From an optimization exercise on the open Yosys and OpenROAD flow, aimed at small area; shortcuts taken in it are not production practice.
RTL that was checked went through simulation tests only; none was proved equivalent to the original.
Power figures rest on the tool's default switching activity, not on a simulated workload.

==> module bizhang, before the edit <==
module bizhang(clk,rst,t0,left_wheel_PWM_OUT,right_wheel_PWM_OUT,l_lt,l_eq,r_lt,r_eq,m_lt,fire,steering_engine_PWM_OUT,switch);
		input		clk;
		input		rst;
		input		t0;              
		input		l_lt, l_eq;      
		input		r_lt, r_eq;      
		input		m_lt;            
		input		[3:0]switch;
		input		[3:0]fire;
		output reg right_wheel_PWM_OUT;
		output reg left_wheel_PWM_OUT;
		output reg steering_engine_PWM_OUT;
reg [2:0] w5;
reg [6:0] wh;
reg [6:0] wlim;
always @(*)
	case (switch)
	4'b0000: wlim = 7'd44;
	4'b0001: wlim = 7'd45;
	4'b0011: wlim = 7'd46;
	4'b0111: wlim = 7'd47;
	4'b1111: wlim = 7'd48;
	default: wlim = 7'd20;
	endcase
wire rev   = m_lt || (fire == 4'b1111);
wire w50   = (w5 == 3'b000);
wire wl0   = w50 & ~t0;                            
wire wwrap = (wh == 7'd91) & w50 & t0;             
always @(posedge clk)
	if (rst | wwrap) begin
		w5 <= 3'b000;
		wh <= 7'd0;
	end else begin
		w5 <= {w5[1] & w5[0], w5[0], ~w5[2]};
		if (wl0) wh <= wh + 7'd1;
	end
always @(posedge clk)
	if (rst) begin
		right_wheel_PWM_OUT <= 1'b0;
		left_wheel_PWM_OUT  <= 1'b0;
	end else if (~wwrap) begin
		right_wheel_PWM_OUT <= ~rev & (wh <= wlim);
		left_wheel_PWM_OUT  <= rev & (wh <= 7'd30);
	end
localparam K55 = 2'd2, K70 = 2'd3, K80 = 2'd1, K85 = 2'd0;
reg [9:0]  sh;
reg [9:0]  sl;
reg [1:0]  k;
reg        hi;
wire       sl0   = (sl == 10'h000);
wire       swrap = (sh == 10'd1001);               
always @(*)
	case (k)
	K55:     hi = (sh <= 10'd55);
	K70:     hi = (sh <= 10'd70);
	K80:     hi = (sh <= 10'd80);
	default: hi = (sh <= 10'd85);
	endcase
wire l_gt = ~l_lt & ~l_eq;
wire r_gt = ~r_lt & ~r_eq;
always @(posedge clk)
	if (rst | swrap) begin
		sh <= 10'd0;
		sl <= 10'h0;
	end else if (sl0) begin
		sh <= sh + 10'd1;
		sl <= 10'h3f0;
	end else
		sl <= {~sl[8:0], sl[9] ^ sl[6]};
always @(posedge clk)
	if (rst) begin
		k <= K55;
		steering_engine_PWM_OUT <= 1'b0;
	end else if (~swrap) begin
		if (l_lt) begin
			k <= K55;
			steering_engine_PWM_OUT <= hi;
		end else if (r_lt) begin
			k <= K85;
			steering_engine_PWM_OUT <= hi;
		end else if (l_gt && r_gt) begin
			if (~fire[1] | ~fire[2]) k <= K70;
			else if (~fire[0])       k <= K80;
			else if (~fire[3])       k <= K55;
			else                     k <= K70;
			steering_engine_PWM_OUT <= hi;
		end
	end
endmodule
clock: 20.0 ns
lec_check: 0
cap_margin: 10
core_margin: 2
core_utilization: 60
gpl_timing_driven: 0
slew_margin: 10
standard.sh (not shown) runs the stock make flow with config.mk's settings and CLKGATE_MAP_FILE= SYNTH_SCRIPT=/design/flow/synth_recipe.tcl, a recipe that flattens the netlist after the stock synthesis.
==> flow/flow/run.sh <==
#!/bin/bash
# Own layout flow: the standard synthesis; then the combinational logic
# between the (unchanged) registers is re-mapped by ABC for area (several
# ABC runs in parallel, the smallest result kept); then the standard ORFS
# layout steps with 1x port buffers, no tie-cell fanout repair and the
# clock tree settings in cts.args. Each tool's output goes to a log file here.
set -euo pipefail
W=$(pwd)
R=$W/orfs/results/$FLOW_PLATFORM/car/base
LIB=$FLOW_HOME/platforms/$FLOW_PLATFORM/lib/sky130_fd_sc_hd__tt_025C_1v80.lib

# 1. standard synthesis
bash standard.sh synth > $W/flow_synth.log 2>&1

# 2. area re-mapping of the logic; registers and tie cells are kept as they are
DU=$(sed -n '/^export DONT_USE_CELLS/,/^$/p' $FLOW_HOME/platforms/$FLOW_PLATFORM/config.mk \
     | tr -d '\\' | tr ' \t' '\n\n' | grep '^sky130' | sed 's/^/-dont_use /' | tr '\n' ' ')
cp $R/1_2_yosys.v $W/std_synth.v
NR=12
remap_one() {
  local i=$1
  if [[ $i == 0 ]]; then cp $W/flow/area_fast.abc $W/area_$i.abc
  else sed "s/@SEED@/$i/" $W/flow/area.abc > $W/area_$i.abc; fi
  cat > $W/remap_$i.ys <<EOT
read_liberty -ignore_miss_func $LIB
blackbox sky130_fd_sc_hd__df* sky130_fd_sc_hd__conb_1
read_verilog $W/std_synth.v
hierarchy -top $FLOW_TOP
flatten
delete t:\$scopeinfo
opt_clean
opt
abc -script $W/area_$i.abc -liberty $LIB $DU
opt_clean -purge
read_liberty -lib -overwrite $LIB
hilomap -singleton -hicell sky130_fd_sc_hd__conb_1 HI -locell sky130_fd_sc_hd__conb_1 LO
splitnets
opt_clean -purge
tee -o $W/remap_stat_$i.txt stat -liberty $LIB
check -assert -mapped
write_verilog -noattr -nohex -nodec $W/remap_$i.v
EOT
  yosys -s $W/remap_$i.ys > $W/flow_remap_$i.log 2>&1 || true
}
# ABC runs, four at a time (run 0 is a quick fixed script, the others use
# &deepsyn with different seeds)
for wave in "0 1 2 3" "4 5 6 7" "8 9 10 11"; do
  for i in $wave; do remap_one $i & done
  wait
done
best=""; barea=""
for i in $(seq 0 $((NR-1))); do
  if [[ -s $W/remap_$i.v ]] && grep -q "Chip area" $W/remap_stat_$i.txt; then
    a=$(grep "Chip area" $W/remap_stat_$i.txt | awk '{print $NF}')
    echo "remap $i: $a" >> $W/remap_choice.txt
    if [[ -z "$best" ]] || awk -v a="$a" -v b="$barea" 'BEGIN{exit !(a<b)}'; then best=$i; barea=$a; fi
  fi
done
echo "kept remap $best ($barea)" >> $W/remap_choice.txt
cp $W/remap_$best.v $R/1_2_yosys.v
touch $R/1_2_yosys.v

# 3. layout
export BUFFER_PORTS_ARGS="-buffer_cell sky130_fd_sc_hd__buf_1"
export SKIP_REPAIR_TIE_FANOUT=1
export CTS_ARGS="$(cat $W/flow/cts.args)"
bash standard.sh finish > $W/flow_finish.log 2>&1
Other scripts of this flow, unchanged in this note and not shown: flow/flow/area.abc, flow/flow/area_fast.abc, flow/flow/cts.args
Then changed:
--- a/flow/design.v
+++ b/flow/design.v
@@ -164,11 +164,11 @@
 		left_wheel_PWM_OUT  <= 1'b0;
 	end else if (~wwrap) begin
 		right_wheel_PWM_OUT <= ~rev & (wh <= wlim);
 		left_wheel_PWM_OUT  <= rev & (wh <= 7'd30);
 	end
-localparam K55 = 2'd2, K70 = 2'd3, K80 = 2'd1, K85 = 2'd0;
+localparam K55 = 2'd0, K70 = 2'd1, K80 = 2'd3, K85 = 2'd2;
 reg [9:0]  sh;
 reg [9:0]  sl;
 reg [1:0]  k;
 reg        hi;
 wire       sl0   = (sl == 10'h000);
Effect:
- The changed run finished with timing, DRC and antenna clean
- setup slack improved by 0.14 ns
- critical path depth came out lower by 1
- total power barely changes
- clock power stays flat
- routed wire length fell by 3.2%
- cell area decreases by 0.60%
The RTL of the first run of this note was laid out without a check of its function.

-- static timing again, ports no longer ideal --
No port has a modelled driver above. Below, the same layouts with a new extraction and two added sets of constraints.
Step 1: set_driving_cell puts a clkbuf_16 on clk and a buf_2 on each other input, an assumption about the parent block.
Step 2 also shifts input and output timing later by t, the mid clock arrival at the registers, as if the neighbouring blocks saw the same clock.
Slacks: ideal ports / drivers / drivers and shift; pairs: ideal ports / drivers.
| run | t, ns | setup WS [ns] | worst setup path at the end | worst register clock-pin slew, ns | cell pins on the clock port's net |
|---|---|---|---|---|---|
| the first run | 0.634 | 12.542 / 12.506 / 12.480 | input to register | 0.11 / 0.11 | 1 |
| the second run | 0.643 | 12.684 / 12.649 / 12.643 | input to register | 0.11 / 0.11 | 1 |
After both steps every run listed still meets setup and hold. For the first run, which loses most, drivers alone change the setup slack by -0.036 ns; drivers and shift together by -0.062 ns.
